This design comes from an exercise in tuning for small area on the open sky130 flow, not from production work. In this exercise RTL edits were held to simulation tests only and were not proved equivalent to the original. The clock port is modelled as an ideal driver; clocking choices that lean on that would not hold on a real chip. Power is estimated from default activity; no workload was simulated.

`design/flow/run.sh`:
```
#!/bin/bash
# synth_recipe.tcl (not shown) runs the flow's synth.tcl, then flattens the netlist and writes it again
# the make line also repeats each setting of config.mk as NAME=value (left out here)
make -C /OpenROAD-flow-scripts/flow DESIGN_CONFIG=/design/flow/config.mk WORK_HOME=/design/flow/orfs CLKGATE_MAP_FILE= SYNTH_SCRIPT=/design/flow/synth_recipe.tcl finish
```
`design/flow/config.mk`:
```
export PLATFORM = sky130hd
export DESIGN_NAME = practica2
export DESIGN_NICKNAME = practica2
export VERILOG_FILES = /design/flow/design.v
export SDC_FILE = /design/flow/constraint.sdc
export NUM_CORES = 4
export LEC_CHECK = 0
export CAP_MARGIN = 20
export CORE_MARGIN = 2
export CORE_UTILIZATION = 40
export SLEW_MARGIN = 20
```
`design/flow/constraint.sdc`:
```
create_clock -name core_clock -period 20.0 [get_ports {clk}]
set_input_delay 4.0000 -clock core_clock [delete_from_list [all_inputs] [get_ports {clk}]]
set_output_delay 4.0000 -clock core_clock [all_outputs]
set_load 0.01 [all_outputs]
```
`design/flow/design.v`:
```
module bcd_a_7seg_anodo_comun (
    input  [3:0] bcd,
    output reg [6:0] catodo   
);
    always @* begin
        case (bcd)
            4'd0:  catodo = 7'b0000001;
            4'd1:  catodo = 7'b1001111;
            4'd2:  catodo = 7'b0010010;
            4'd3:  catodo = 7'b0000110;
            4'd4:  catodo = 7'b1001100;
            4'd5:  catodo = 7'b0100100;
            4'd6:  catodo = 7'b0100000;
            4'd7:  catodo = 7'b0001111;
            4'd8:  catodo = 7'b0000000;
            4'd9:  catodo = 7'b0000100;
            4'd10: catodo = 7'b0001000;  
            4'd11: catodo = 7'b1100000;  
            4'd12: catodo = 7'b0110001;  
            4'd13: catodo = 7'b1000010;  
            4'd14: catodo = 7'b0110000;  
            4'd15: catodo = 7'b0111000;  
            default: catodo = 7'b1111111;
        endcase
    end
endmodule
module antirrebote #(
    parameter CLK_HZ = 50_000_000,
    parameter DEBOUNCE_MS = 10
)(
    input  clk,
    input  rst,
    input  nivel,        
    output reg estable
);
    localparam integer LIM = (CLK_HZ/1000)*DEBOUNCE_MS;
    reg [31:0] cnt;
    reg s0, s1, prev;
    always @(posedge clk) begin
        if (rst) begin
            s0 <= 1'b0; s1 <= 1'b0; prev <= 1'b0; cnt <= 0; estable <= 1'b0;
        end else begin
        s0 <= nivel; s1 <= s0;
        if (s1 == prev) begin
            if (cnt < LIM) cnt <= cnt + 1; else estable <= s1;
        end else begin
            prev <= s1; cnt <= 0;
        end
        end
    end
endmodule
module practica2 #(
    parameter CLK_HZ = 50_000_000,
    parameter BOTON_ACTIVO_BAJO = 1
)(
    input        clk,
    input        rst,            
    input  [3:0] interruptor,    
    input  [3:0] boton,          
    output [6:0] catodo,         
    output       punto,          
    output [3:0] anodo           
);
    wire [3:0] hex = interruptor[3:0];
    wire [3:0] btn_nivel = BOTON_ACTIVO_BAJO ? ~boton : boton;
    wire b0, b1, b2, b3;
    antirrebote #(.CLK_HZ(CLK_HZ)) db0(.clk(clk), .rst(rst), .nivel(btn_nivel[0]), .estable(b0));
    antirrebote #(.CLK_HZ(CLK_HZ)) db1(.clk(clk), .rst(rst), .nivel(btn_nivel[1]), .estable(b1));
    antirrebote #(.CLK_HZ(CLK_HZ)) db2(.clk(clk), .rst(rst), .nivel(btn_nivel[2]), .estable(b2));
    antirrebote #(.CLK_HZ(CLK_HZ)) db3(.clk(clk), .rst(rst), .nivel(btn_nivel[3]), .estable(b3));
    reg b0d, b1d, b2d, b3d;
    wire ev0 =  b0 & ~b0d;
    wire ev1 =  b1 & ~b1d;
    wire ev2 =  b2 & ~b2d;
    wire ev3 =  b3 & ~b3d;
    reg [1:0] sel;  
    always @(posedge clk) begin
        if (rst) begin
            b0d <= 1'b0; b1d <= 1'b0; b2d <= 1'b0; b3d <= 1'b0; sel <= 2'd0;
        end else begin
        b0d <= b0; b1d <= b1; b2d <= b2; b3d <= b3;
        if (ev0) sel <= 2'd0;
        else if (ev1) sel <= 2'd1;
        else if (ev2) sel <= 2'd2;
        else if (ev3) sel <= 2'd3;
        end
    end
    wire [6:0] seg;
    bcd_a_7seg_anodo_comun udec(.bcd(hex), .catodo(seg));
    assign catodo = seg;
    assign punto  = 1'b1;                  
    assign anodo  = ~(4'b0001 << sel);     
endmodule
```
==> results of run 1 <==
-- registers in the layout, indices dropped and copies added (netlist names), 2 cells and up --
register and count:
db0.cnt 32, sel 2, db2.cnt 32, db3.cnt 32
db1.cnt 32
-- metal layers --
layer / share of wire [%] / vias up / GRT usage (%)
met2: 44 / 79 / 21.5
li1: - / 2268 / -
met1: 51 / 2026 / 18.5
met5: 0 / - / 0
met3: 4.0 / 15 / 3.50
met4: 1.7 / 0 / 7.30
-- synth_stat cells (all sizes together), types with 3 or more instances --
cell type / number / area share [%]
dfxtp: 150 / 50
nor2: 86 / 5.3
and2: 56 / 5.8
nand2: 37 / 2.3
xor2: 35 / 5.1
nand4: 28 / 2.9
xnor2: 25 / 3.6
nor2b: 23 / 2.4
nand3: 20 / 1.7
o21ai: 20 / 1.7
a21oi: 18 / 1.6
nor3: 18 / 1.5
nor4: 16 / 2.2
clkbuf: 11 / 0.68
inv: 11 / 0.68
ha: 10 / 2.1
nand2b: 10 / 1.0
or3: 9 / 0.93
and3: 8 / 0.83
buf: 7 / 0.54
a31oi: 6 / 0.62
mux2i: 6 / 0.99
and4: 5 / 0.73
o31ai: 4 / 0.50
or4: 4 / 0.56
a2111oi: 3 / 0.48
nor3b: 3 / 0.54
-- critical path: stages --
cell and delay (ps):
clkdlybuf4s50_1 560, inv_1 140, ha_1 330, inv_1 50
mux4_2 440, clkdlybuf4s50_1 490
-- path summary, 6_finish.rpt --
| check | startpoint | endpoint | slack (ps) | cells after the start |
|---|---|---|---|---|
| setup reg to reg | db2.cnt[20] | db2.estable | 17410 | 6 |
| setup / recovery | interruptor[0] | catodo[3] | 9980 | 6 |
| hold reg to reg | db3.s0 | db3.s1 | 440 | 1 |
| hold / removal | db3.s0 | db3.s1 | 440 | 1 |
-- through the flow --
stage	hold slack, ps	total power, mW	utilization [%]	area, um2
after global routing	463	0.648	47.6	6970
after CTS	449	0.632	47.6	6970
after global placement	433	0.332	43.8	6410
after floorplan	414	0.325	-	6040
after detailed placement	435	0.333	43.8	6420
final	445	0.624	47.6	6970
-- report_power, final --
group          leakage, nW  switching, mW  internal, mW
clock                0.266          0.126         0.173
sequential            1.21        0.00220         0.302
combinational         1.12         0.0124       0.00948
-- cell usage in the layout, fill, tap and decap left out, types with 11 or more instances in the layout --
| master | n |
|---|---|
| nor2_1 | 86 |
| inv_1 | 11 |
| nand4_1 | 28 |
| o21ai_0 | 20 |
| and2_1 | 56 |
| xor2_1 | 35 |
| nor4_1 | 11 |
| nor2b_1 | 23 |
| dfxtp_1 | 150 |
| xnor2_1 | 25 |
| nand3_1 | 20 |
| a21oi_1 | 17 |
| clkdlybuf4s50_1 | 20 |
| nand2_1 | 37 |
| clkbuf_16 | 17 |
| nor3_1 | 18 |
-- layout make-up --
class / count / area (um2) / share of cell area [%]
clock buffers: 19 / 433 / 6.21
clock inverters: 13 / 123 / 1.76
inverters: 11 / 41.3 / 0.592
multi-input cells: 470 / 2930 / 42.0
flip-flops and latches: 150 / 3000 / 43.1
well taps: 184 / 230 / 3.30
repair buffers: 22 / 215 / 3.09
-- cell families (layout without fill, tap and decap cells) --
logic type	after synthesis	in the layout	synth area share, %
XOR/XNOR	60	60	8.70
flip-flops	150	150	49.7
adder cells (fa/ha/maj)	10	10	2.07
multiplexers	7	7	1.37
AO/OA/AOI/OAI	64	64	6.57
buffers and inverters	29	65	1.91
AND/OR/NAND/NOR	328	328	29.6
other	1	1	0.0621
==> results.toml, run 1 <==
[yosys]
syn_area_um2 = 6040
synthArstFlopShare_pct = 0
ys.flop_type = "dfxtp_1"
ys_seq_area_share_pct = 49.7
synthesis.nets = 669
ys_warn_count = 3
synth_edf_count = 0
syn-mean-instance-area_um2 = 9.30
yosysUniqueCellTypes = 49
yosys_register_bits = 150
synth_cells = 649

[critical_path]
arrival_ps = 6020
worstSetupStartpointType = "primary input"
cp-end-kind = "output pin"
required_ps = 16000
crit_path_max_fanout = 5
path_class = "in -> out"

[power_and_ir_drop]
peakVddDrop_mv = 0.0511
p_leak_nw = 2.60
pwr_density_cell_nw_per_um2 = 89.5

[die]
initial_utilization_pct = 41.2
rows = 44
die_h_um = 127
ios = 22
dieArea_um2 = 16100
fp.coreArea_um2 = 14600
die_w_um = 127

[placed_design]
dp_worst_setup_slack_ps = 9980
dp.cells = 837
gp_congestion = 0.765
hpwl_um = 7090
io_buffers = 20

[min_path]
min_path_type = "reg -> reg"

[layout]
instances_no_fill = 869
area_growth_pct = 15.5
drive_above_1_share_pct = 6.86
antennaDiodeCount = 0
nNetsFinal = 692
n_fill_cell = 1358

[global_routing]
grt_usage_pct = 14.1
grt_antenna_before_repair = 0
grt_pass1_wl_um = 18700
grt_max_degree = 27
grt_pass1_vias = 4160
overflow = 0

[detailed_routing]
num_vias = 4388
via_per_inst = 5.05
drt_wl_total_um = 10600
ant_nets = 0
drc = 0
drt-pass1-iter-count = 4
drt_iter0_markers = 214
routedWlPerCell_um = 12.1

[sta]
setup_ws_ps = 9980
timing_max_transition_violations_final = 0
grt_setup_unrepaired = "no"
fin_skew_ps = 5.54
finalCritPeriodShare_pct = 50.1
final-setup-viol-count = 0
worst_pin_slew_ps = 885
fin_crit_ps = 10020
tns_ps = 0
max-slew-margin-rel_pct = 40.8
max_freq_mhz = 99.8
hold_viol = 0

[clock_network]
cts_tree = "built"
root_buffer = "clkbuf_16"
cts.path.max_buffers = 2
cts_buffers = 17
ctsResizeCount = 0
postCtsSetupRepairBufs = 0
cts.clk_slew.worst_paths_ps = 60
clkLatencyLatePin_ps = 420
hold_buffers = 0
htreeDepth = 4
cts.sinks = 150

[run]
maxCapViolCount = 0

[outcome]
status = "complete, no violations"
==> inputs of run 2 (changes only) <==
==> design/flow/design.v (replaced) <==
module bcd_a_7seg_anodo_comun (
    input  [3:0] bcd,
    output reg [6:0] catodo   
);
    always @* begin
        case (bcd)
            4'd0:  catodo = 7'b0000001;
            4'd1:  catodo = 7'b1001111;
            4'd2:  catodo = 7'b0010010;
            4'd3:  catodo = 7'b0000110;
            4'd4:  catodo = 7'b1001100;
            4'd5:  catodo = 7'b0100100;
            4'd6:  catodo = 7'b0100000;
            4'd7:  catodo = 7'b0001111;
            4'd8:  catodo = 7'b0000000;
            4'd9:  catodo = 7'b0000100;
            4'd10: catodo = 7'b0001000;  
            4'd11: catodo = 7'b1100000;  
            4'd12: catodo = 7'b0110001;  
            4'd13: catodo = 7'b1000010;  
            4'd14: catodo = 7'b0110000;  
            default: catodo = 7'b0111000;  
        endcase
    end
endmodule
module antirrebote #(
    parameter [18:0] TOP = 19'h4a5c5    
)(
    input  clk,
    input  rst,
    input  nivel,        
    output reg e,        
    output rise          
);
    localparam [18:0] INV = 19'h2aaaa;
    reg  [18:0] q_r;
    wire [18:0] q   = q_r ^ INV;
    wire        top = (q == TOP);
    wire        u   = nivel ^ e;
    wire        h   = u & ~top & ~rst;
    wire        fb  = ~(q[18] ^ q[5]);
    wire [18:0] qn  = {q[17:0] & {18{h}}, ~rst & (u ^ top) & (top | fb)};
    assign rise = top & ~e & ~rst;
    always @(posedge clk) begin
        q_r <= qn ^ INV;
        e   <= ~rst & (e ^ top);
    end
endmodule
module practica2 #(
    parameter CLK_HZ = 50_000_000,
    parameter BOTON_ACTIVO_BAJO = 1
)(
    input        clk,
    input        rst,            
    input  [3:0] interruptor,    
    input  [3:0] boton,          
    output [6:0] catodo,         
    output       punto,          
    output [3:0] anodo           
);
    wire [3:0] btn_nivel = BOTON_ACTIVO_BAJO ? ~boton : boton;
    wire [3:0] e, rise;
    antirrebote db0(.clk(clk), .rst(rst), .nivel(btn_nivel[0]), .e(e[0]), .rise(rise[0]));
    antirrebote db1(.clk(clk), .rst(rst), .nivel(btn_nivel[1]), .e(e[1]), .rise(rise[1]));
    antirrebote db2(.clk(clk), .rst(rst), .nivel(btn_nivel[2]), .e(e[2]), .rise(rise[2]));
    antirrebote db3(.clk(clk), .rst(rst), .nivel(btn_nivel[3]), .e(e[3]), .rise(rise[3]));
    reg [1:0] sel_a, sel_b, sel;
    always @(posedge clk) begin
        if (rst) begin
            sel_a <= 2'd0; sel_b <= 2'd0; sel <= 2'd0;
        end else begin
            if (rise[0]) sel_a <= 2'd0;
            else if (rise[1]) sel_a <= 2'd1;
            else if (rise[2]) sel_a <= 2'd2;
            else if (rise[3]) sel_a <= 2'd3;
            sel_b <= sel_a;
            sel   <= sel_b;
        end
    end
    bcd_a_7seg_anodo_comun udec(.bcd(interruptor), .catodo(catodo));
    assign punto = 1'b1;
    assign anodo = ~(4'b0001 << sel);
endmodule
==> run 2 against run 1 <==
- worst setup slack worse by 36 ps
- global-route usage down 1.4 points
- power is 47% lower
- die area shrank 49%
- worst hold slack got worse by 67 ps
- non-clock buffer count down 2
- count of clock-buffer cells in the layout is 9 lower
- via count shrank 55%
- critical path type unchanged
- synthesized cell count is 53% lower
- flip-flop and latch count decreased by 64
- synthesized area down 51%
==> results.toml, run 2 <==
[detailed_routing]
num_vias = 1991
routedWlPerCell_um = 11.0
ant_nets = 0
via_per_inst = 4.70
drt_iter0_markers = 85
drc = 0
drt_wl_total_um = 4660
drt-pass1-iter-count = 6

[layout]
final_common_cell = "dfxtp_1"
final_core_util_pct = 48.3
multiInputGateArea_um2 = 1180
seq_area_um2 = 1720
antennaDiodeCount = 0
area_growth_pct = 17.2
mostFrequentLayoutCells = "dfxtp_1 (86), nor2_1 (51), nand2_1 (38)"
drive_above_1_share_pct = 8.00
nNetsFinal = 345
n_fill_cell = 695

[yosys]
ys_seq_area_share_pct = 57.6
syn-mean-instance-area_um2 = 9.86
ys_top_cells_by_area = "dfxtp_1 (58%), nor2_1 (6.4%), ha_1 (5.9%)"
yosys_register_bits = 86
yosysUniqueCellTypes = 38
ys.flop_type = "dfxtp_1"
synth_edf_count = 0
synthArstFlopShare_pct = 0
ys_warn_count = 3
synth_most_common_cell = "dfxtp_1"
yosysTopAreaCellShare_pct = 57.6
synth_cells = 303
synthesis.nets = 327
synth_top_cells_by_count = "dfxtp_1 (86), nor2_1 (51), nand2_1 (38)"
syn_area_um2 = 2990
synth_top_cell_by_area = "dfxtp_1"

[die]
initial_utilization_pct = 41.2
dieArea_um2 = 8170
die_h_um = 90.4
die_w_um = 90.4
fp.coreArea_um2 = 7250
rows = 31
ios = 22

[clock_network]
cts.sinks = 86
cts.clk_slew.worst_paths_ps = 80
ctsResizeCount = 0
clkLatencyLatePin_ps = 350
root_buffer = "clkbuf_8"
postCtsSetupRepairBufs = 0
cts_tree = "built"
cts.path.max_buffers = 2
hold_buffers = 0
cts_buffers = 9
htreeDepth = 3

[critical_path]
required_ps = 16000
crit_path_max_fanout = 6
cp-end-kind = "output pin"
max_stage_delay_ps = 560
worstSetupStartpointType = "primary input"
crit_chain = "clkdlybuf4s50_1, inv_1, ha_1, nor2b_1, or3b_2, o21ai_0, clkdlybuf4s50_1"
path_class = "in -> out"
cp_slowest_cell = "clkdlybuf4s50_1"
arrival_ps = 6050
crit_top_cell = "clkdlybuf4s50_1"
crit_family = "buffers and inverters"
path_buf_inv = 3

[sta]
worst_pin_slew_ps = 792
max_freq_mhz = 99.5
tns_ps = 0
fin_crit_ps = 10050
timing_max_transition_violations_final = 0
final-setup-viol-count = 0
fin_skew_ps = 12.0
grt_setup_unrepaired = "no"
max-slew-margin-rel_pct = 47.1
setup_ws_ps = 9950
hold_viol = 0
finalCritPeriodShare_pct = 50.3
fin_hold_ws_ps = 378

[placed_design]
io_buffers = 20
gp_congestion = 0.750
dp_worst_setup_slack_ps = 9950
hpwl_um = 3310

[power_and_ir_drop]
p_leak_nw = 1.28
pwr_density_cell_nw_per_um2 = 94.5
finalPower_uw = 331
peakVddDrop_mv = 0.0556

[global_routing]
grt_max_degree = 26
overflow = 0
grt_usage_pct = 12.6
grt_antenna_before_repair = 0
grt_pass1_wl_um = 8270
grt_pass1_vias = 1870

[min_path]
min_path_type = "reg -> reg"

[outcome]
status = "complete, no violations"

[run]
maxCapViolCount = 0
## run 2: cell types whose count changed after synthesis, moves of 10 or more
cell	change
xor2_1	-34
nand4_1	-21
a21oi_1	-17
nand3_1	-16
dfxtp_1	-64
and2_1	-54
nor2_1	-35
nor4_1	-10
xnor2_1	-18
nor2b_1	-13
nor3_1	-10
o21ai_0	-16
## run 2: layout make-up
type / instances / share of cell area (%)
multi-input combinational: 197 / 33.8
inverter: 7 / 0.751
tap: 99 / 3.54
sequential: 86 / 49.2
timing repair buffer: 20 / 5.72
clock buffer: 10 / 3.93
clock inverter: 5 / 3.07
## run 2: where the power goes
group | switching (mW) | leakage (nW) | total [mW] | internal, mW
clock | 0.0576 | 0.123 | 0.144 | 0.0861
sequential | 0.000364 | 0.695 | 0.172 | 0.172
combinational | 0.00765 | 0.467 | 0.0148 | 0.00716
total | 0.0657 | 1.28 | 0.331 | 0.265
## run 2: cells by family after synthesis
logic type      count (synthesis)  synth area share, %
simple gates                  157                 26.3
mux                             3                 1.42
fa+ha+maj                      14                 5.87
other cells                     1                0.126
compound gates                 14                 3.56
buf+inv                        20                 2.72
flops                          86                 57.6
xor+xnor                        8                 2.35
## run 2: through the flow
stage,instances,instance area [um2]
6_report,424,3500
5_1_grt,424,3500
4_1_cts,424,3500
3_5_place_dp,409,3260
3_3_place_gp,409,3260
2_1_floorplan,303,2990
## run 2: metal layers
metal  part of all wire [%]  track usage (%)
met5                      0                0
met4                    2.4             6.54
met3                    4.6             4.17
met2                     43             18.9
met1                     50             16.3
## run 2: worst paths after layout
path	startpoint	end	depth (start not counted)	slack, ps
min reg2reg	db1.q_r[0]	db1.q_r[1]	1	380
min	db1.q_r[0]	db1.q_r[1]	1	380
max reg2reg	db3.q_r[10]	db3.q_r[0]	6	18190
max	interruptor[1]	catodo[6]	7	9950
==> inputs of run 3 (changes only) <==
--- a/design/flow/design.v
+++ b/design/flow/design.v
@@ -2,24 +2,11 @@
     input  [3:0] bcd,
-    output reg [6:0] catodo   
+    output [6:0] catodo   
 );
-    always @* begin
-        case (bcd)
-            4'd0:  catodo = 7'b0000001;
-            4'd1:  catodo = 7'b1001111;
-            4'd2:  catodo = 7'b0010010;
-            4'd3:  catodo = 7'b0000110;
-            4'd4:  catodo = 7'b1001100;
-            4'd5:  catodo = 7'b0100100;
-            4'd6:  catodo = 7'b0100000;
-            4'd7:  catodo = 7'b0001111;
-            4'd8:  catodo = 7'b0000000;
-            4'd9:  catodo = 7'b0000100;
-            4'd10: catodo = 7'b0001000;  
-            4'd11: catodo = 7'b1100000;  
-            4'd12: catodo = 7'b0110001;  
-            4'd13: catodo = 7'b1000010;  
-            4'd14: catodo = 7'b0110000;  
-            default: catodo = 7'b0111000;  
-        endcase
-    end
+    assign catodo[6] = ~((~bcd[2] & ~bcd[0]) | (bcd[2] & bcd[1]) | (bcd[3] & ~bcd[0]) | (~bcd[3] & bcd[1]) | (~bcd[3] & bcd[2] & bcd[0]) | (bcd[3] & ~bcd[2] & ~bcd[1]));
+    assign catodo[5] = (bcd[2] & bcd[1] & ~bcd[0]) | (bcd[3] & bcd[1] & bcd[0]) | (bcd[3] & bcd[2] & ~bcd[0]) | (~bcd[3] & bcd[2] & ~bcd[1] & bcd[0]);
+    assign catodo[4] = (bcd[3] & bcd[2] & ~bcd[0]) | (bcd[3] & bcd[2] & bcd[1]) | (~bcd[3] & ~bcd[2] & bcd[1] & ~bcd[0]);
+    assign catodo[3] = ~((~bcd[2] & bcd[1] & bcd[0]) | (bcd[2] & ~bcd[1] & bcd[0]) | (bcd[2] & bcd[1] & ~bcd[0]) | (bcd[3] & ~bcd[1]) | (~bcd[3] & ~bcd[2] & ~bcd[0]));
+    assign catodo[2] = (~bcd[2] & ~bcd[1] & bcd[0]) | (~bcd[3] & bcd[0]) | (~bcd[3] & bcd[2] & ~bcd[1]);
+    assign catodo[1] = ~((~bcd[1] & ~bcd[0]) | (bcd[2] & ~bcd[0]) | (bcd[3] & bcd[1]) | (bcd[3] & ~bcd[2]) | (~bcd[3] & bcd[2] & ~bcd[1]));
+    assign catodo[0] = (~bcd[3] & ~bcd[2] & ~bcd[1]) | (~bcd[3] & bcd[2] & bcd[1] & bcd[0]) | (bcd[3] & bcd[2] & ~bcd[1] & ~bcd[0]);
 endmodule
@@ -45,3 +32,3 @@
         q_r <= qn ^ INV;
-        e   <= ~rst & (e ^ top);
+        e   <= (e & ~top & ~rst) | rise;
     end
--- a/design/flow/config.mk
+++ b/design/flow/config.mk
@@ -9,3 +9,4 @@
 export CORE_MARGIN = 2
-export CORE_UTILIZATION = 40
+export CORE_UTILIZATION = 70
+export CTS_BUF_LIST = sky130_fd_sc_hd__clkbuf_2 sky130_fd_sc_hd__clkbuf_4
 export SLEW_MARGIN = 20
==> run 3 against run 2 <==
- worst setup slack improved by 240 ps
- core utilization is 33 points higher
- worst hold slack gained 8.8 ps
- highest routed layer unchanged
- still clean
- first-iteration DRC count decreased by 2.4%
==> results.toml, run 3 <==
[sta]
max_freq_mhz = 102
timing_max_transition_violations_final = 0
fin_skew_ps = 6.74
finalCritPeriodShare_pct = 49.1
fin_crit_ps = 9810
hold_viol = 0
worst_pin_slew_ps = 768
tns_ps = 0
max-slew-margin-rel_pct = 48.7
grt_setup_unrepaired = "no"
final-setup-viol-count = 0

[clock_network]
cts_buffers = 9
htreeDepth = 3
postCtsSetupRepairBufs = 0
cts.sinks = 86
cts.path.max_buffers = 2
root_buffer = "clkbuf_4"
ctsResizeCount = 0
cts.clk_slew.worst_paths_ps = 110
cts_tree = "built"
clkLatencyLatePin_ps = 400
hold_buffers = 0

[global_routing]
grt_usage_pct = 22.6
grt_max_degree = 26
grt_pass1_wl_um = 7690
overflow = 0
grt_antenna_before_repair = 0
grt_pass1_vias = 1762

[die]
fp.coreArea_um2 = 4030
rows = 23
die_h_um = 68.7
dieArea_um2 = 4730
initial_utilization_pct = 72.8
ios = 22
die_w_um = 68.7

[power_and_ir_drop]
p_leak_nw = 1.12
peakVddDrop_mv = 0.0671
p_seq_share_pct = 63.1
netSwitchingPower_uw = 58.7
intPower_uw = 215
switching_share_pct = 21.5
p_comb_share_pct = 4.9
power_frac_clock_pct = 32.0
finalPower_uw = 273
pwr_density_cell_nw_per_um2 = 83.9

[outcome]
status = "complete, no violations"

[critical_path]
crit_chain = "clkdlybuf4s50_1, nand2b_1, nor2_1, a21oi_1, mux2i_1, clkdlybuf4s50_1"
worstSetupStartpointType = "primary input"
cp-end-kind = "output pin"
crit_top_cell = "clkdlybuf4s50_1"
arrival_ps = 5810
cp_slowest_cell = "clkdlybuf4s50_1"
path_class = "in -> out"
crit_family = "buffers and inverters"
path_buf_inv = 2
required_ps = 16000
regToRegStartpoint = "db3.q_r[15]"
max_stage_delay_ps = 590
crit_path_max_fanout = 11
crit_start = "interruptor[3]"

[yosys]
synth_top_cells_by_count = "dfxtp_1 (86), nand2_1 (42), nor2_1 (42)"
yosysUniqueCellTypes = 45
ys_top_cells_by_area = "dfxtp_1 (59%), nand2_1 (5.4%), nor2_1 (5.4%)"
synthesis.nets = 311
yosys_register_bits = 86
synth_edf_count = 0
synthArstFlopShare_pct = 0
syn_area_um2 = 2930
synth_top_cell_by_area = "dfxtp_1"
ys.flop_type = "dfxtp_1"
synth_cells = 297
syn-mean-instance-area_um2 = 9.88
ys_seq_area_share_pct = 58.7
ys_warn_count = 2
yosysTopAreaCellShare_pct = 58.7
synth_most_common_cell = "dfxtp_1"

[layout]
fin_area_um2 = 3260
area_growth_pct = 11.0
drive_above_1_share_pct = 7.89
mostFrequentLayoutCells = "dfxtp_1 (86), nor2_1 (42), nand2_1 (42)"
nNetsFinal = 327
antennaDiodeCount = 0
final_common_cell = "dfxtp_1"

[detailed_routing]
drt_iter0_markers = 83
via_per_inst = 5.55
drc = 0
drt-pass1-iter-count = 4
drt_wl_total_um = 4920
routedWlPerCell_um = 13.4
num_vias = 2037
ant_nets = 0

[run]
maxCapViolCount = 0

[placed_design]
io_buffers = 20
gp_congestion = 0.808
hpwl_um = 3400
dpl-instance-area_um2 = 3140

[min_path]
min_from = "db3.q_r[4]"
min_path_type = "reg -> reg"
## run 3: cell count changes after synthesis, moves of 5 or more
cell / before / now
inv_1: 7 / 2
nor3_1: 8 / 2
ha_1: 14 / 4
nor2_1: 51 / 42
clkbuf_1: 9 / 14
a211oi_1: 0 / 6
a21oi_1: 0 / 7
## run 3: power groups by stage
| stage | registers [mW] | logic, mW | clock network (mW) |
|---|---|---|---|
| finish | 0.172 | 0.0134 | 0.0874 |
| global route | 0.173 | 0.0148 | 0.0970 |
| CTS | 0.172 | 0.0135 | 0.0900 |
| detailed placement | 0.176 | 0.0135 | 0 |
| global placement | 0.176 | 0.0133 | 0 |
| floorplan | 0.176 | 0.00837 | 0 |
## run 3: cell type report
cell class                 count  area, um2
tap                           50       62.6
sequential                    86       1720
clock buffer                   9       67.6
fill                         270        771
timing repair buffer          20        200
multi-input combinational    194       1140
clock inverter                 6       53.8
inverter                       2       7.51
## run 3: worst register-to-register path: cells and delay by family, from the launching register on
kind,cells,cell delay (ps)
AND/OR/NAND/NOR,5,1670
adder cells (fa/ha/maj),1,210
flip-flops,1,330
## run 3: metal layers
metal	up-vias	share of wire, %	track usage [%]
met5	-	0	0
met4	0	1.3	11.3
met3	6	3.7	6.49
met2	37	48	35.0
met1	948	47	28.9
li1	1046	-	-
## run 3: per-stage QoR
step | instances | setup slack (ps) | hold WS, ps | util [%]
3_5_place_dp | 352 | 10200 | 362 | 77.9
6_report | 367 | 10190 | 386 | 80.9
3_3_place_gp | 352 | 10250 | 356 | 77.9
5_1_grt | 367 | 10070 | 400 | 80.9
4_1_cts | 367 | 10210 | 390 | 80.9
2_1_floorplan | 297 | 11200 | 353 | -
## run 3: cell families (layout without fill, tap and decap cells)
family,Yosys count,after routing,synth area share (%)
AO/OA/AOI/OAI,32,32,7.38
XOR/XNOR,9,9,2.69
adder cells (fa/ha/maj),4,4,1.71
buffers and inverters,17,37,2.30
flip-flops,86,86,58.7
multiplexers,1,1,0.341
other,1,1,0.128
AND/OR/NAND/NOR,147,147,26.8
## run 3: worst paths after layout
path	end	slack, ps	cells past startpoint
setup / recovery	catodo[5]	10190	6
hold / removal	db3.q_r[5]	390	1
setup reg to reg	db3.q_r[10]	17680	6
hold reg to reg	db3.q_r[5]	390	1
==> inputs of run 4 (changes only) <==
==> design/flow/flow/run.sh (new file) <==
#!/bin/bash
# Own layout flow: the standard synthesis, then the combinational logic
# re-mapped for area by Yosys/ABC (registers untouched), then the standard
# layout with smaller port buffers and a clock tree without dummy loads.
set -euo pipefail
W=$(pwd)
R=$W/orfs/results/$FLOW_PLATFORM/practica2/base
LIB=$FLOW_HOME/platforms/sky130hd/lib/sky130_fd_sc_hd__tt_025C_1v80.lib

# 1. standard synthesis
bash standard.sh synth > $W/flow_synth.log 2>&1

# 2. re-map the logic between the registers
cp $R/1_2_yosys.v $W/std_netlist.v
DONT_USE=$(make -s -C $FLOW_HOME DESIGN_CONFIG=$W/config.mk WORK_HOME=$W/orfs print-DONT_USE_CELLS 2>/dev/null | sed -n "s/^DONT_USE_CELLS: //p")
DU=""
for c in $DONT_USE; do DU="$DU -dont_use $c"; done
sed -e "s#@LIB@#$LIB#g" -e "s#@IN@#$W/std_netlist.v#g" -e "s#@OUT@#$W/remapped.v#g" \
    -e "s#@ABC@#$W/flow/area.abc#g" -e "s#@DU@#$DU#g" $W/flow/remap.ys > $W/remap_run.ys
yosys -l $W/flow_remap.log -q $W/remap_run.ys > /dev/null 2>&1
cp $W/remapped.v $R/1_2_yosys.v
rm -f $R/1_synth.odb $R/1_synth.sdc

# 3. layout
bash standard.sh \
  "BUFFER_PORTS_ARGS=-buffer_cell sky130_fd_sc_hd__buf_1" \
  "CTS_ARGS=-sink_clustering_enable -repair_clock_nets -dont_use_dummy_load -buf_list sky130_fd_sc_hd__clkbuf_2 sky130_fd_sc_hd__clkbuf_4" \
  finish > $W/flow_layout.log 2>&1
==> design/flow/flow/area.abc (new file) <==
strash
&get -n
&deepsyn -T 20
&put
dch -f
map -a
topo
==> design/flow/flow/remap.ys (new file) <==
read_liberty -ignore_miss_func @LIB@
blackbox sky130_fd_sc_hd__dfxtp_1
blackbox sky130_fd_sc_hd__conb_1
read_verilog @IN@
hierarchy -top practica2
flatten
techmap
opt -purge
abc -liberty @LIB@ @DU@ -script @ABC@
opt_clean -purge
setundef -zero
splitnets
opt_clean -purge
hilomap -singleton -hicell sky130_fd_sc_hd__conb_1 HI -locell sky130_fd_sc_hd__conb_1 LO
opt_clean -purge
stat -liberty @LIB@
check
write_verilog -noattr -noexpr -nohex -nodec @OUT@
==> design/flow/standard.sh (new file) <==
#!/bin/bash
# synth_recipe.tcl (not shown) runs the flow's synth.tcl, then flattens the netlist and writes it again
# the make line also repeats each setting of config.mk as NAME=value (left out here)
make -C /OpenROAD-flow-scripts/flow DESIGN_CONFIG=/design/flow/config.mk WORK_HOME=/design/flow/orfs CLKGATE_MAP_FILE= SYNTH_SCRIPT=/design/flow/synth_recipe.tcl "${@:-finish}"
--- a/design/flow/config.mk
+++ b/design/flow/config.mk
@@ -10,3 +10,2 @@
 export CORE_UTILIZATION = 70
-export CTS_BUF_LIST = sky130_fd_sc_hd__clkbuf_2 sky130_fd_sc_hd__clkbuf_4
 export SLEW_MARGIN = 20
removed: design/flow/run.sh
==> run 4 against run 3 <==
- the flow now stops in clock tree synthesis
- synthesized area down 9.9%
- synthesized cell count fell by 0.67%
==> results.toml, run 4 <==
[placed_design]
hpwl_um = 3020
io_buffers = 20
gp_congestion = 0.765
dpl-instance-area_um2 = 2780

[yosys]
synthesis.nets = 305
syn_area_um2 = 2640
synth_cells = 295
ys_warn_count = 2
syn-mean-instance-area_um2 = 8.96

[die]
rows = 22
die_h_um = 65.5
initial_utilization_pct = 72.8
die_w_um = 65.5
ios = 22

[outcome]
haltStage = "clock tree synthesis"
firstError = "[ERROR STA-0564] clock_tree_synthesis positional arguments not supported."
status = "stopped before the end"
## run 4: how the worst min path moves through the flow
stage	cells after the start	from	to
global placement	1	db0.q_r[2]	db0.q_r[3]
detailed placement	1	db1.q_r[6]	db1.q_r[7]
floorplan	1	db2.q_r[4]	db2.q_r[5]
## run 4: stage by stage
step           utilization, %  worst slack [ps]  instances
2_1_floorplan               -             10620        295
3_3_place_gp             76.5             10780        363
3_5_place_dp             76.5             10710        363
## run 4: power by group through the flow
stage               sequential [mW]  clock (mW)  combinational [mW]
floorplan                     0.176           0             0.00642
global placement              0.176           0             0.00984
detailed placement            0.176           0             0.00996
==> inputs of run 5 (changes only) <==
--- a/design/flow/flow/run.sh
+++ b/design/flow/flow/run.sh
@@ -3,7 +3,9 @@
 # re-mapped for area by Yosys/ABC (registers untouched), then the standard
-# layout with smaller port buffers and a clock tree without dummy loads.
+# layout with smaller port buffers, a clock tree of clkbuf_4 without dummy
+# loads, and clock buffers upsized where the flip-flop clock slew gets close
+# to the limit.
 set -euo pipefail
 W=$(pwd)
-R=$W/orfs/results/$FLOW_PLATFORM/practica2/base
-LIB=$FLOW_HOME/platforms/sky130hd/lib/sky130_fd_sc_hd__tt_025C_1v80.lib
+export R=$W/orfs/results/$FLOW_PLATFORM/practica2/base
+export LIB=$FLOW_HOME/platforms/sky130hd/lib/sky130_fd_sc_hd__tt_025C_1v80.lib
 
@@ -23,6 +25,11 @@
 
-# 3. layout
-bash standard.sh \
-  "BUFFER_PORTS_ARGS=-buffer_cell sky130_fd_sc_hd__buf_1" \
-  "CTS_ARGS=-sink_clustering_enable -repair_clock_nets -dont_use_dummy_load -buf_list sky130_fd_sc_hd__clkbuf_2 sky130_fd_sc_hd__clkbuf_4" \
-  finish > $W/flow_layout.log 2>&1
+# 3. layout up to the clock tree
+ARGS=("BUFFER_PORTS_ARGS=-buffer_cell sky130_fd_sc_hd__buf_1"
+      "CTS_ARGS=-sink_clustering_enable -repair_clock_nets -dont_use_dummy_load -buf_list sky130_fd_sc_hd__clkbuf_4")
+bash standard.sh "${ARGS[@]}" cts > $W/flow_cts.log 2>&1
+
+# 4. clock buffer sizing
+openroad -no_init -exit $W/flow/clkfix.tcl > $W/flow_clkfix.log 2>&1
+
+# 5. the rest of the layout
+bash standard.sh "${ARGS[@]}" finish > $W/flow_finish.log 2>&1
==> design/flow/flow/clkfix.tcl (new file) <==
set R $::env(R)
read_liberty $::env(LIB)
read_db $R/4_cts.odb
read_sdc $R/4_cts.sdc
source $::env(FLOW_HOME)/platforms/sky130hd/setRC.tcl
estimate_parasitics -placement
set changed 0
foreach inst [get_cells *] {
  set m [get_property $inst ref_name]
  if {![string match sky130_fd_sc_hd__clkbuf_* $m]} continue
  set worst 0
  foreach pin [get_pins -of_objects [get_nets -of_objects [get_pins -of_objects $inst -filter "direction == output"]] -filter "direction == input"] {
    set s [get_property $pin slew_max]
    if {$s > $worst} { set worst $s }
  }
  if {$worst > 0.112} {
    puts "upsize [get_full_name $inst] $m worst slew $worst"
    replace_cell $inst sky130_fd_sc_hd__clkbuf_8
    incr changed
  }
}
puts "upsized $changed clock buffers"
detailed_placement
check_placement -verbose
estimate_parasitics -placement
set w 0
foreach p [get_pins -hierarchical */CLK] { set s [get_property $p slew_max]; if {$s > $w} {set w $s} }
puts "worst flip-flop clock slew after: $w"
write_db $R/4_cts.odb
==> run 5 against run 4 <==
- the run now finishes clean
- synthesized area did not move
- synthesized cell count did not move
==> results.toml, run 5 <==
[critical_path]
crit_end = "catodo[6]"
crit_top_cell = "o21ai_0"
r2r_setup_slack_ps = 17690
path_class = "in -> out"
crit_family = "compound AO/OA/AOI/OAI gates"
r2r_end = "db1.q_r[8]"
reg2reg_depth = 8
cp-end-kind = "output pin"
worstSetupStartpointType = "primary input"
cp_slowest_cell = "or2_2"
max_stage_delay_ps = 330
crit_chain = "buf_1, or2_2, nand2_1, o21ai_0, o22ai_1, o21ai_0, o21ai_0, buf_1"
cp_num_cells = 8
path_buf_inv = 2
regToRegStartpoint = "db1.q_r[5]"
arrival_ps = 5310
required_ps = 16000
crit_start = "interruptor[2]"
crit_path_max_fanout = 5

[clock_network]
ctsResizeCount = 0
root_buffer = "clkbuf_4"
htreeDepth = 3
cts_tree = "built"
postCtsSetupRepairBufs = 0
cts.clk_slew.worst_paths_ps = 90
cts_buffers = 9
hold_buffers = 0
clkLatencyLatePin_ps = 340
cts.sinks = 86
cts.path.max_buffers = 2

[detailed_routing]
routedWlPerCell_um = 11.3
num_vias = 1901
drt_wl_total_um = 4200
drt-pass1-iter-count = 4
drt_iter0_markers = 118
drc = 0
via_per_inst = 5.11
ant_nets = 0

[global_routing]
grt_max_degree = 16
grt_usage_pct = 22.9
grt_pass1_vias = 1688
overflow = 0
grt_pass1_wl_um = 7240
grt_antenna_before_repair = 0

[layout]
mostFrequentLayoutCells = "dfxtp_1 (86), nand2_1 (63), nor2_1 (60)"
drive_above_1_share_pct = 4.01
final_common_cell = "dfxtp_1"
antennaDiodeCount = 0
fin_area_um2 = 2870
nNetsFinal = 336
n_fill_cell = 262
area_growth_pct = 8.38

[die]
dieArea_um2 = 4280
initial_utilization_pct = 72.8
rows = 22
ios = 22
die_w_um = 65.5
die_h_um = 65.5
fp.coreArea_um2 = 3630

[min_path]
min_path_type = "reg -> reg"
holdPathStages = 1
min_from = "db2.q_r[12]"

[yosys]
syn-mean-instance-area_um2 = 8.96
ys_warn_count = 2
synthesis.nets = 305
syn_area_um2 = 2640
synth_cells = 295

[placed_design]
gp_congestion = 0.765
io_buffers = 20
dpl-instance-area_um2 = 2780
hpwl_um = 3020

[power_and_ir_drop]
peakVddDrop_mv = 0.0780
pwr_density_cell_nw_per_um2 = 89.6
p_leak_nw = 1.00

[sta]
max_freq_mhz = 107
finalCritPeriodShare_pct = 46.6
tns_ps = 0
worst_pin_slew_ps = 599
grt_setup_unrepaired = "no"
timing_max_transition_violations_final = 0
fin_crit_ps = 9310
hold_viol = 0
max-slew-margin-rel_pct = 59.9
final-setup-viol-count = 0
fin_skew_ps = 23.8

[outcome]
status = "complete, no violations"

[run]
maxCapViolCount = 0
run 5: final cells by class:
class,instances,area [um2],area share [%]
tap,48,60.1,2.10
sequential,86,1720,60.1
inverter,31,116,4.06
multi-input combinational,178,806,28.1
timing repair buffer,20,75.1,2.62
clock buffer,9,86.3,3.01
run 5: worst min path at each step:
stage                        endpoint  slack [ps]
after floorplan            db2.q_r[5]         360
final                     db2.q_r[13]         370
after global routing       db3.q_r[1]         390
after global placement     db0.q_r[3]         370
after detailed placement   db1.q_r[7]         370
after CTS                  db1.q_r[1]         360
run 5: layer usage:
layer	track usage, %	routed length [um]	up-vias
met5	0	0	-
met4	9.11	55	0
met3	10.1	228	7
met2	36.5	1920	41
met1	27.2	2000	856
li1	-	-	997
run 5: through the flow:
stage / total power, mW / hold WS [ps] / worst slack (ps) / utilization (%) / instances
floorplan: 0.183 / 361 / 10620 / - / 295
global placement: 0.186 / 369 / 10780 / 76.5 / 363
detailed placement: 0.186 / 373 / 10710 / 76.5 / 363
CTS: 0.252 / 362 / 10710 / 78.3 / 372
global route: 0.267 / 387 / 10550 / 78.9 / 372
finish: 0.257 / 366 / 10690 / 78.9 / 372
run 5: report_power, final:
group	internal, mW	switching (mW)	leakage [nW]
registers	0.172	0.000405	0.695
clock network	0.0276	0.0468	0.0492
logic	0.00289	0.00716	0.260
==> inputs of run 6 (changes only) <==
--- a/design/flow/flow/run.sh
+++ b/design/flow/flow/run.sh
@@ -2,6 +2,6 @@
 # Own layout flow: the standard synthesis, then the combinational logic
-# re-mapped for area by Yosys/ABC (registers untouched), then the standard
-# layout with smaller port buffers, a clock tree of clkbuf_4 without dummy
-# loads, and clock buffers upsized where the flip-flop clock slew gets close
-# to the limit.
+# re-mapped for area by Yosys/ABC (registers untouched; the smallest of a few
+# ABC scripts is kept), then the standard layout with buf_1 port buffers, a
+# clock tree of clkbuf_4 without dummy loads, and clock buffers upsized where
+# a flip-flop clock pin's slew gets close to the limit.
 set -euo pipefail
@@ -19,7 +19,21 @@
 for c in $DONT_USE; do DU="$DU -dont_use $c"; done
-sed -e "s#@LIB@#$LIB#g" -e "s#@IN@#$W/std_netlist.v#g" -e "s#@OUT@#$W/remapped.v#g" \
-    -e "s#@ABC@#$W/flow/area.abc#g" -e "s#@DU@#$DU#g" $W/flow/remap.ys > $W/remap_run.ys
-yosys -l $W/flow_remap.log -q $W/remap_run.ys > /dev/null 2>&1
-cp $W/remapped.v $R/1_2_yosys.v
-rm -f $R/1_synth.odb $R/1_synth.sdc
+for k in 1 2 3 4; do
+  sed -e "s#@LIB@#$LIB#g" -e "s#@IN@#$W/std_netlist.v#g" -e "s#@OUT@#$W/remapped$k.v#g" \
+      -e "s#@ABC@#$W/flow/area$k.abc#g" -e "s#@DU@#$DU#g" $W/flow/remap.ys > $W/remap_run$k.ys
+  (timeout 600 yosys -l $W/flow_remap$k.log -q $W/remap_run$k.ys > /dev/null 2>&1 || true) &
+done
+wait
+best=""; bestarea=""
+for k in 1 2 3 4; do
+  a=$(sed -n "s/.*Chip area for module .*: //p" $W/flow_remap$k.log 2>/dev/null | tail -1)
+  if [[ -n "$a" && -s $W/remapped$k.v ]]; then
+    echo "script $k: $a" >> $W/flow_remap_choice.log
+    if [[ -z "$best" ]] || awk "BEGIN{exit !($a < $bestarea)}"; then best=$k; bestarea=$a; fi
+  fi
+done
+echo "chosen: $best ($bestarea)" >> $W/flow_remap_choice.log
+if [[ -n "$best" ]]; then
+  cp $W/remapped$best.v $R/1_2_yosys.v
+  rm -f $R/1_synth.odb $R/1_synth.sdc
+fi
 
==> design/flow/flow/area1.abc (new file) <==
strash
&get -n
&deepsyn -T 20
&dch -f
&nf -a -R 1000
&put
topo
==> design/flow/flow/area2.abc (new file) <==
strash
&get -n
&deepsyn -T 20
&put
dch -f
amap
topo
==> design/flow/flow/area3.abc (new file) <==
strash
&get -n
&deepsyn -T 20
&put
dch -f
map -a
topo
==> design/flow/flow/area4.abc (new file) <==
strash
&get -n
&deepsyn -T 40
&dch -f
&nf -R 1000
&put
topo
--- a/design/flow/flow/clkfix.tcl
+++ b/design/flow/flow/clkfix.tcl
@@ -12,2 +12,3 @@
   foreach pin [get_pins -of_objects [get_nets -of_objects [get_pins -of_objects $inst -filter "direction == output"]] -filter "direction == input"] {
+    if {[get_property $pin lib_pin_name] ne "CLK"} continue
     set s [get_property $pin slew_max]
--- a/design/flow/config.mk
+++ b/design/flow/config.mk
@@ -9,3 +9,3 @@
 export CORE_MARGIN = 2
-export CORE_UTILIZATION = 70
+export CORE_UTILIZATION = 85
 export SLEW_MARGIN = 20
removed: design/flow/flow/area.abc
==> run 6 against run 5 <==
- still clean on timing, DRC and antenna
- final cell count fell by 12%
- clock skew rose by 12 ps
- via count rose by 3.6%
- count of clock-buffer cells in the layout did not move
- non-clock buffer count did not move
- critical path depth did not move
- largest cell class unchanged
- largest power group unchanged
==> results.toml, run 6 <==
[yosys]
syn-mean-instance-area_um2 = 9.89
synthesis.nets = 274
ys_warn_count = 2
syn_area_um2 = 2610
synth_cells = 264

[min_path]
min_path_type = "reg -> reg"
holdPathStages = 1

[layout]
area_growth_pct = 7.53
mostFrequentLayoutCells = "dfxtp_1 (86), nand2_1 (54), nor2_1 (45)"
n_fill_cell = 94
antennaDiodeCount = 0
final_common_cell = "dfxtp_1"
nNetsFinal = 305
drive_above_1_share_pct = 3.07
instances_no_fill = 326

[sta]
tns_ps = 0
hold_viol = 0
final-setup-viol-count = 0
timing_max_transition_violations_final = 0
grt_setup_unrepaired = "no"
worst_pin_slew_ps = 747
max-slew-margin-rel_pct = 50.2
fin_crit_ps = 9360
finalCritPeriodShare_pct = 46.8
fin_skew_ps = 36.2
max_freq_mhz = 107

[critical_path]
reg2reg_depth = 7
worstSetupStartpointType = "primary input"
required_ps = 16000
max_stage_delay_ps = 270
path_class = "in -> out"
crit_top_cell = "o21ai_0"
cp-end-kind = "output pin"
r2r_setup_slack_ps = 17220
arrival_ps = 5360
crit_chain = "buf_1, xnor2_1, or3_1, nand2_1, o21ai_0, o21ai_0, o21ai_0, buf_1"
cp_slowest_cell = "o21ai_0"
crit_path_max_fanout = 6

[clock_network]
hold_buffers = 0
cts_tree = "built"
cts_buffers = 9
htreeDepth = 3
cts.sinks = 86
root_buffer = "clkbuf_4"
cts.path.max_buffers = 2
postCtsSetupRepairBufs = 0
cts.clk_slew.worst_paths_ps = 100
clkLatencyLatePin_ps = 430
ctsResizeCount = 0

[detailed_routing]
drc = 0
drt-pass1-iter-count = 5
routedWlPerCell_um = 18.2
num_vias = 1969
drt_wl_total_um = 5930
ant_nets = 0
drt_iter0_markers = 140
via_per_inst = 6.04

[die]
rows = 20
dieArea_um2 = 3530
die_h_um = 59.4
fp.coreArea_um2 = 2980
die_w_um = 59.4
initial_utilization_pct = 87.6
ios = 22

[power_and_ir_drop]
p_comb_share_pct = 4.0
switching_share_pct = 22.2
p_leak_nw = 0.982
p_seq_share_pct = 67.0
power_frac_clock_pct = 29.0
peakVddDrop_mv = 0.0837
pwr_density_cell_nw_per_um2 = 91.7
intPower_uw = 200
netSwitchingPower_uw = 57.2

[placed_design]
dp.cells = 317
io_buffers = 20
gp_congestion = 0.790
hpwl_um = 3860

[global_routing]
grt_pass1_wl_um = 9470
grt_pass1_vias = 1944
grt_antenna_before_repair = 0
grt_max_degree = 18
grt_usage_pct = 38.9
overflow = 0

[outcome]
status = "complete, no violations"

[run]
maxCapViolCount = 0
run 6: path summary, 6_finish.rpt:
check / startpoint / to
worst min-delay path: db2.q_r[0] / db2.q_r[1]
worst max register to register: db1.q_r[8] / db1.q_r[17]
worst max-delay path: interruptor[0] / catodo[6]
worst min register to register: db2.q_r[0] / db2.q_r[1]
run 6: through the flow:
stage / total power [mW] / hold WS (ps) / setup WS [ps] / area [um2] / util, %
2_1_floorplan: 0.182 / 353 / 10590 / 2610 / -
3_3_place_gp: 0.186 / 357 / 10740 / 2730 / 91.6
3_5_place_dp: 0.186 / 365 / 10650 / 2730 / 91.6
4_1_cts: 0.252 / 384 / 10650 / 2790 / 93.8
5_1_grt: 0.266 / 392 / 10460 / 2810 / 94.2
6_report: 0.257 / 379 / 10640 / 2810 / 94.2
run 6: power by group through the flow:
stage          clock (mW)  sequential (mW)  combinational, mW
3_5_place_dp            0            0.176            0.00997
4_1_cts            0.0699            0.172             0.0101
5_1_grt            0.0822            0.173             0.0114
3_3_place_gp            0            0.176            0.00962
2_1_floorplan           0            0.176            0.00618
6_report           0.0746            0.172             0.0103
run 6: cell type report:
cell class	instances	area [um2]	share of cell area, %
Inverter	1	3.75	0.134
Multi-Input combinational cell	177	885	31.5
Clock buffer	9	80.1	2.85
Sequential cell	86	1720	61.3
Tap cell	33	41.3	1.47
Timing Repair Buffer	20	75.1	2.67
run 6: metal layers:
metal / vias to the layer above / part of all wire (%) / GRT usage (%)
li1: 929 / - / -
met1: 899 / 36 / 42.0
met2: 109 / 52 / 66.2
met3: 32 / 6.5 / 14.4
met4: 0 / 5.1 / 19.8
met5: - / 0 / 0
run 6: critical path: cells and delay by family:
family          cells  cell delay, ps
buf+inv             2             380
xor+xnor            1             190
compound gates      3             580
simple gates        2             220
==> inputs of run 7 (changes only) <==
--- a/design/flow/flow/run.sh
+++ b/design/flow/flow/run.sh
@@ -1,7 +1,10 @@
 #!/bin/bash
-# Own layout flow: the standard synthesis, then the combinational logic
-# re-mapped for area by Yosys/ABC (registers untouched; the smallest of a few
-# ABC scripts is kept), then the standard layout with buf_1 port buffers, a
-# clock tree of clkbuf_4 without dummy loads, and clock buffers upsized where
-# a flip-flop clock pin's slew gets close to the limit.
+# Own layout flow:
+#  1. the standard synthesis;
+#  2. the combinational logic between the registers re-mapped for area by
+#     Yosys/ABC (registers untouched; the smallest of a few ABC scripts kept);
+#  3. the standard floorplan and placement, with buf_1 port buffers;
+#  4. a one-level clock tree in place of CTS: a few clock buffers, each at the
+#     centre of a cluster of flip-flops and driven by the clock port;
+#  5. the standard routing and finishing.
 set -euo pipefail
@@ -39,11 +42,30 @@
 
-# 3. layout up to the clock tree
-ARGS=("BUFFER_PORTS_ARGS=-buffer_cell sky130_fd_sc_hd__buf_1"
-      "CTS_ARGS=-sink_clustering_enable -repair_clock_nets -dont_use_dummy_load -buf_list sky130_fd_sc_hd__clkbuf_4")
-bash standard.sh "${ARGS[@]}" cts > $W/flow_cts.log 2>&1
+ARGS=("BUFFER_PORTS_ARGS=-buffer_cell sky130_fd_sc_hd__buf_1")
 
-# 4. clock buffer sizing
-openroad -no_init -exit $W/flow/clkfix.tcl > $W/flow_clkfix.log 2>&1
+# 3. floorplan and placement
+bash standard.sh "${ARGS[@]}" place > $W/flow_place.log 2>&1
 
-# 5. the rest of the layout
+done_tree=0
+for cfg in "4 sky130_fd_sc_hd__clkbuf_8" "3 sky130_fd_sc_hd__clkbuf_16" "4 sky130_fd_sc_hd__clkbuf_16"; do
+  set -- $cfg
+  tag=$1_${2##*__}
+  K=$1 BUF=$2 OUT=$W/clktree_$tag.odb openroad -no_init -exit $W/flow/clktree.tcl > $W/flow_clktree_$tag.log 2>&1 || continue
+  s=$(sed -n 's/^WORST_CLK_SLEW //p' $W/flow_clktree_$tag.log | tail -1)
+  echo "$tag: $s" >> $W/flow_clktree_choice.log
+  if [[ -n "$s" ]] && awk "BEGIN{exit !($s <= 0.118)}"; then
+    cp $W/clktree_$tag.odb $R/4_1_cts.odb
+    cp $R/3_place.sdc $R/4_1_cts.sdc 2>/dev/null || true
+    cp $W/clktree_$tag.odb $R/4_cts.odb
+    cp $R/3_place.sdc $R/4_cts.sdc
+    echo "chosen: $tag" >> $W/flow_clktree_choice.log
+    done_tree=1
+    break
+  fi
+done
+if [[ $done_tree == 0 ]]; then
+  echo "chosen: CTS" >> $W/flow_clktree_choice.log
+  bash standard.sh "${ARGS[@]}" "CTS_ARGS=-sink_clustering_enable -repair_clock_nets -dont_use_dummy_load -buf_list sky130_fd_sc_hd__clkbuf_8" cts > $W/flow_cts.log 2>&1
+fi
+
+# 5. routing and finishing
 bash standard.sh "${ARGS[@]}" finish > $W/flow_finish.log 2>&1
==> design/flow/flow/clktree.tcl (new file) <==
# Replace the clock tree that CTS built by a single level of K buffers of
# type BUF, each at the centre of a k-means cluster of flip-flops and driven
# straight from the clock port (K <= 4). Writes OUT and prints the worst
# flip-flop clock pin slew, estimated from the placement.
read_liberty $::env(LIB)
read_db $::env(R)/3_place.odb
read_sdc $::env(R)/3_place.sdc
source $::env(FLOW_HOME)/platforms/sky130hd/setRC.tcl
set block [ord::get_db_block]
set db [ord::get_db]
set K $::env(K)
set master [$db findMaster $::env(BUF)]
set clknet [[$block findBTerm clk] getNet]

# flip-flop clock pins under the current tree, and the tree's buffers
set sinks {}
set bufs {}
proc walk {net} {
  foreach it [$net getITerms] {
    if {[$it isOutputSignal]} continue
    set inst [$it getInst]
    set mname [[$inst getMaster] getName]
    if {[string match sky130_fd_sc_hd__clkbuf_* $mname] || [string match sky130_fd_sc_hd__clkinv_* $mname]} {
      lappend ::bufs $inst
      foreach o [$inst getITerms] { if {[$o isOutputSignal] && [$o getNet] ne "NULL"} { walk [$o getNet] } }
    } else {
      lappend ::sinks $it
    }
  }
}
walk $clknet
puts "tree buffers: [llength $bufs], sinks: [llength $sinks]"
foreach it $sinks {
  if {[[$it getMTerm] getName] ne "CLK"} { error "unexpected clock sink [[$it getInst] getName]/[[$it getMTerm] getName]" }
}
# remove the old tree
foreach inst $bufs {
  set nets {}
  foreach o [$inst getITerms] { if {[$o isOutputSignal] && [$o getNet] ne "NULL"} { lappend nets [$o getNet] } }
  odb::dbInst_destroy $inst
  foreach n $nets { if {[llength [$n getITerms]] == 0 || 1} { foreach it [$n getITerms] { $it disconnect } ; odb::dbNet_destroy $n } }
}
# k-means over the sink locations
set pts {}
foreach it $sinks {
  set bb [[$it getInst] getBBox]
  lappend pts [list $it [expr {([$bb xMin] + [$bb xMax]) / 2}] [expr {([$bb yMin] + [$bb yMax]) / 2}]]
}
set pts [lsort -integer -index 1 $pts]
set n [llength $pts]
set cs {}
for {set k 0} {$k < $K} {incr k} {
  set p [lindex $pts [expr {($k * $n + $n / 2) / $K}]]
  lappend cs [list [lindex $p 1] [lindex $p 2]]
}
for {set iter 0} {$iter < 100} {incr iter} {
  # assign each sink to its nearest centre that still has room, taking the
  # sinks in order of how much they lose by not getting their nearest centre
  set cap [expr {($n + $K - 1) / $K + 1}]
  set order {}
  set i 0
  foreach p $pts {
    set ds {}
    foreach c $cs { lappend ds [expr {abs([lindex $p 1] - [lindex $c 0]) + abs([lindex $p 2] - [lindex $c 1])}] }
    set sd [lsort -real $ds]
    lappend order [list $i [expr {[lindex $sd end] - [lindex $sd 0]}] $ds]
    incr i
  }
  set order [lsort -real -decreasing -index 1 $order]
  set cnt {}
  for {set k 0} {$k < $K} {incr k} { lappend cnt 0 }
  set asg [lrepeat $n 0]
  foreach e $order {
    set ds [lindex $e 2]
    set best -1; set bd 1e18
    for {set k 0} {$k < $K} {incr k} {
      if {[lindex $cnt $k] < $cap && [lindex $ds $k] < $bd} { set bd [lindex $ds $k]; set best $k }
    }
    lset asg [lindex $e 0] $best
    lset cnt $best [expr {[lindex $cnt $best] + 1}]
  }
  set ncs {}
  for {set k 0} {$k < $K} {incr k} {
    set sx 0; set sy 0; set m 0
    foreach p $pts a $asg { if {$a == $k} { incr sx [lindex $p 1]; incr sy [lindex $p 2]; incr m } }
    if {$m > 0} { lappend ncs [list [expr {$sx / $m}] [expr {$sy / $m}]] } else { lappend ncs [lindex $cs $k] }
  }
  set cs $ncs
}
# the new buffers
for {set k 0} {$k < $K} {incr k} {
  set net [odb::dbNet_create $block clknet_leaf_$k]
  $net setSigType CLOCK
  set buf [odb::dbInst_create $block $master clkbuf_leaf_$k]
  set w [$master getWidth]; set h [$master getHeight]
  # snap to the row and site nearest the cluster's centre, and hold it there
  # while the other cells are legalized around it
  set cx [expr {[lindex [lindex $cs $k] 0] - $w / 2}]
  set cy [expr {[lindex [lindex $cs $k] 1] - $h / 2}]
  set brow ""; set bd 1e18
  foreach row [$block getRows] {
    set o [$row getOrigin]
    set d [expr {abs([lindex $o 1] - $cy)}]
    if {$d < $bd} { set bd $d; set brow $row }
  }
  # nearest spot (this row or the next ones) clear of the fixed cells and of
  # the buffers already placed, with two sites to spare on each side
  set rows [lsort -real -index 0 [lmap row [$block getRows] { list [expr {abs([lindex [$row getOrigin] 1] - $cy)}] $row }]]
  set placed 0
  foreach rr [lrange $rows 0 5] {
    set row [lindex $rr 1]
    set o [$row getOrigin]
    set sw [[$row getSite] getWidth]
    set rb [$row getBBox]
    set x0 [expr {[lindex $o 0] + round(double($cx - [lindex $o 0]) / $sw) * $sw}]
    for {set i 0} {$i <= 80 && !$placed} {incr i} {
      foreach sgn {1 -1} {
        set x [expr {$x0 + $sgn * $i * $sw}]
        if {$x < [$rb xMin] + 2 * $sw || $x + $w > [$rb xMax] - 2 * $sw} continue
        set ok 1
        foreach other [$block getInsts] {
          set st [$other getPlacementStatus]
          if {$st ne "FIRM" && $st ne "LOCKED" && $st ne "COVER"} continue
          set ob [$other getBBox]
          if {[$ob yMin] >= [lindex $o 1] + $h || [$ob yMax] <= [lindex $o 1]} continue
          if {[$ob xMax] + 2 * $sw <= $x || [$ob xMin] >= $x + $w + 2 * $sw} continue
          set ok 0; break
        }
        if {$ok} {
          $buf setOrient [$row getOrient]
          $buf setLocation $x [lindex $o 1]
          $buf setPlacementStatus FIRM
          set placed 1
          break
        }
      }
    }
    if {$placed} break
  }
  if {!$placed} { error "no room for clkbuf_leaf_$k" }
  $buf setSourceType TIMING
  [$buf findITerm A] connect $clknet
  [$buf findITerm X] connect $net
  set m 0
  foreach p $pts a $asg { if {$a == $k} { [lindex $p 0] connect $net; incr m } }
  puts "leaf $k: $m flip-flops"
}
$clknet setSigType CLOCK
detailed_placement
for {set k 0} {$k < $K} {incr k} { [$block findInst clkbuf_leaf_$k] setPlacementStatus PLACED }
check_placement -verbose
set_propagated_clock [all_clocks]
estimate_parasitics -placement
set w 0
foreach p [get_pins -hierarchical */CLK] {
  foreach e {slew_max_rise slew_max_fall} { set s [get_property $p $e]; if {$s > $w} { set w $s } }
}
puts "WORST_CLK_SLEW $w"
report_checks -path_delay min -format end -group_path_count 3
write_db $::env(OUT)
if {[info exists ::env(DEBUG)]} {
  for {set k 0} {$k < $K} {incr k} {
    set b [$block findInst clkbuf_leaf_$k]
    set w 0
    foreach it [[$block findNet clknet_leaf_$k] getITerms] {
      if {[$it isOutputSignal]} continue
      set p [get_pins [[$it getInst] getName]/CLK]
      foreach e {slew_max_rise slew_max_fall} { set s [get_property $p $e]; if {$s > $w} { set w $s } }
    }
    puts "leaf $k at [$b getLocation] centroid [lindex $cs $k] worst $w"
  }
}
removed: design/flow/flow/clkfix.tcl
==> run 7 against run 6 <==
- core utilization down 0.17 points
- combinational power about the same
- global-route usage down 6.8 points
- worst hold slack better by 14 ps
- power down 3.4%
- die area unchanged
- final area down 0.18%
- final cell count down 1.8%
- critical path depth unchanged
- still clean on timing, DRC and antenna
- clock power down 12%
- sequential share of layout area up 0.11 points
==> results.toml, run 7 <==
[outcome]
status = "complete, no violations"

[die]
die_w_um = 59.4
rows = 20
die_h_um = 59.4
ios = 22
fp.coreArea_um2 = 2980
initial_utilization_pct = 87.6
dieArea_um2 = 3530

[min_path]
whs_endpoint = "db2.q_r[5]"
min_from = "db2.q_r[4]"
min_path_type = "reg -> reg"
holdPathStages = 1

[sta]
max-slew-margin-rel_pct = 48.9
tns_ps = 0
hold_viol = 0
fin_skew_ps = 3.97
setup_ws_ps = 10650
final-setup-viol-count = 0
worst_pin_slew_ps = 766
fin_crit_ps = 9350
grt_setup_unrepaired = "no"
finalCritPeriodShare_pct = 46.8
timing_max_transition_violations_final = 0
fin_hold_ws_ps = 393
max_freq_mhz = 107

[layout]
n_fill_cell = 94
antennaDiodeCount = 0
area_growth_pct = 7.33
final_core_util_pct = 94.1
drive_above_1_share_pct = 1.05
seq_area_um2 = 1720
mostFrequentLayoutCells = "dfxtp_1 (86), nand2_1 (54), nor2_1 (45)"
nNetsFinal = 299
multiInputGateArea_um2 = 885
fin_area_um2 = 2800
final_common_cell = "dfxtp_1"
instances_no_fill = 320

[critical_path]
arrival_ps = 5350
crit_top_cell = "o21ai_0"
path_class = "in -> out"
worstSetupStartpointType = "primary input"
crit_chain = "buf_1, xnor2_1, or3_1, nand2_1, o21ai_0, o21ai_0, o21ai_0, buf_1"
r2r_end = "db1.q_r[17]"
cp-end-kind = "output pin"
max_stage_delay_ps = 270
cp_slowest_cell = "o21ai_0"
crit_path_max_fanout = 6
r2r_setup_slack_ps = 17530
regToRegStartpoint = "db1.q_r[9]"
required_ps = 16000
reg2reg_depth = 7

[detailed_routing]
drt_wl_total_um = 5420
ant_nets = 0
drc = 0
num_vias = 1944
routedWlPerCell_um = 16.9
via_per_inst = 6.08
drt-pass1-iter-count = 4
drt_iter0_markers = 106

[yosys]
synth_cells = 264
syn_area_um2 = 2610
ys_warn_count = 2
syn-mean-instance-area_um2 = 9.89
synthesis.nets = 274

[clock_network]
cts.clk_slew.worst_paths_ps = 90
clkLatencyLatePin_ps = 160

[placed_design]
dp_worst_setup_slack_ps = 10650
io_buffers = 20
dpl-instance-area_um2 = 2730
hpwl_um = 3860
gp_congestion = 0.790
dp.cells = 317

[global_routing]
grt_pass1_wl_um = 8490
grt_pass1_vias = 1855
grt_antenna_before_repair = 0
grt_max_degree = 30
grt_usage_pct = 32.1
overflow = 0

[power_and_ir_drop]
pwr_density_cell_nw_per_um2 = 88.7
p_leak_nw = 0.972
finalPower_uw = 248
peakVddDrop_mv = 0.0995

[run]
maxCapViolCount = 0
-- run 7: cell count changes in the layout (fill, tap and decap cells not counted) --
cell	delta
clkbuf_4	-7
clkbuf_16	+3
clkbuf_8	-2
-- run 7: worst max-delay path by stage --
stage	startpoint	endpoint	slack, ps	depth (start not counted)
floorplan	interruptor[2]	catodo[6]	10590	6
global placement	interruptor[0]	catodo[6]	10740	8
detailed placement	interruptor[0]	catodo[6]	10650	8
global route	interruptor[0]	catodo[6]	10460	8
finish	interruptor[0]	catodo[6]	10650	8
-- run 7: layer usage --
| layer | share of wire, % | vias up | track usage, % | wire (um) |
|---|---|---|---|---|
| met5 | 0 | - | 0 | 0 |
| met4 | 4.1 | 0 | 13.0 | 221 |
| met3 | 6.3 | 25 | 3.06 | 343 |
| met2 | 52 | 97 | 57.9 | 2790 |
| met1 | 38 | 903 | 39.1 | 2060 |
| li1 | - | 919 | - | - |
-- run 7: critical path, delay by kind of cell --
family / cells / cell delay (ps)
compound gates: 3 / 580
buf+inv: 2 / 380
xor+xnor: 1 / 190
simple gates: 2 / 220
-- run 7: layout make-up --
class | instances | share of cell area, %
Sequential cell | 86 | 61.5
Inverter | 1 | 0.134
Multi-Input combinational cell | 177 | 31.6
Tap cell | 33 | 1.47
Clock buffer | 3 | 2.68
Timing Repair Buffer | 20 | 2.68
-- run 7: power by group --
group / leakage, nW / internal, mW / switching, mW
Clock: 0.0370 / 0.0276 / 0.0381
Combinational: 0.240 / 0.00310 / 0.00723
Sequential: 0.695 / 0.172 / 0.000566
Total: 0.972 / 0.203 / 0.0458

static timing again, ports no longer ideal:
Ports are ideal in the flow. The routed layouts listed here were re-timed in OpenROAD.
Step 1: set_driving_cell puts a clkbuf_16 on clk and a buf_2 on each other input, an assumption about the parent block.
Step 2 also shifts input and output timing later by t, the mid clock arrival at the registers, as if the neighbouring blocks saw the same clock.
Slacks: ideal ports / drivers / drivers and shift; pairs: ideal ports / drivers.
run	t, ns	setup WS [ns]	latest minus earliest clock arrival (ns)	slew at the worst register clock pin (ns)	pins driven straight from the clock port
run 1	0.454	9.983 / 9.958 / 9.958	0.009 / 0.009	0.06 / 0.06	1
run 2	0.371	9.947 / 9.918 / 9.918	0.013 / 0.012	0.08 / 0.08	1
run 3	0.420	10.189 / 10.166 / 10.166	0.008 / 0.008	0.12 / 0.12	1
run 5	0.364	10.689 / 10.667 / 10.667	0.035 / 0.035	0.11 / 0.11	1
run 6	0.434	10.637 / 10.613 / 10.613	0.036 / 0.037	0.11 / 0.11	1
run 7	0.213	10.647 / 10.623 / 10.623	0.004 / 0.004	0.10 / 0.10	3
After both steps setup and hold are still met in every run listed. The setup slack of run 2, which loses most, moves by -0.029 ns with the drivers and by -0.029 ns with both steps.
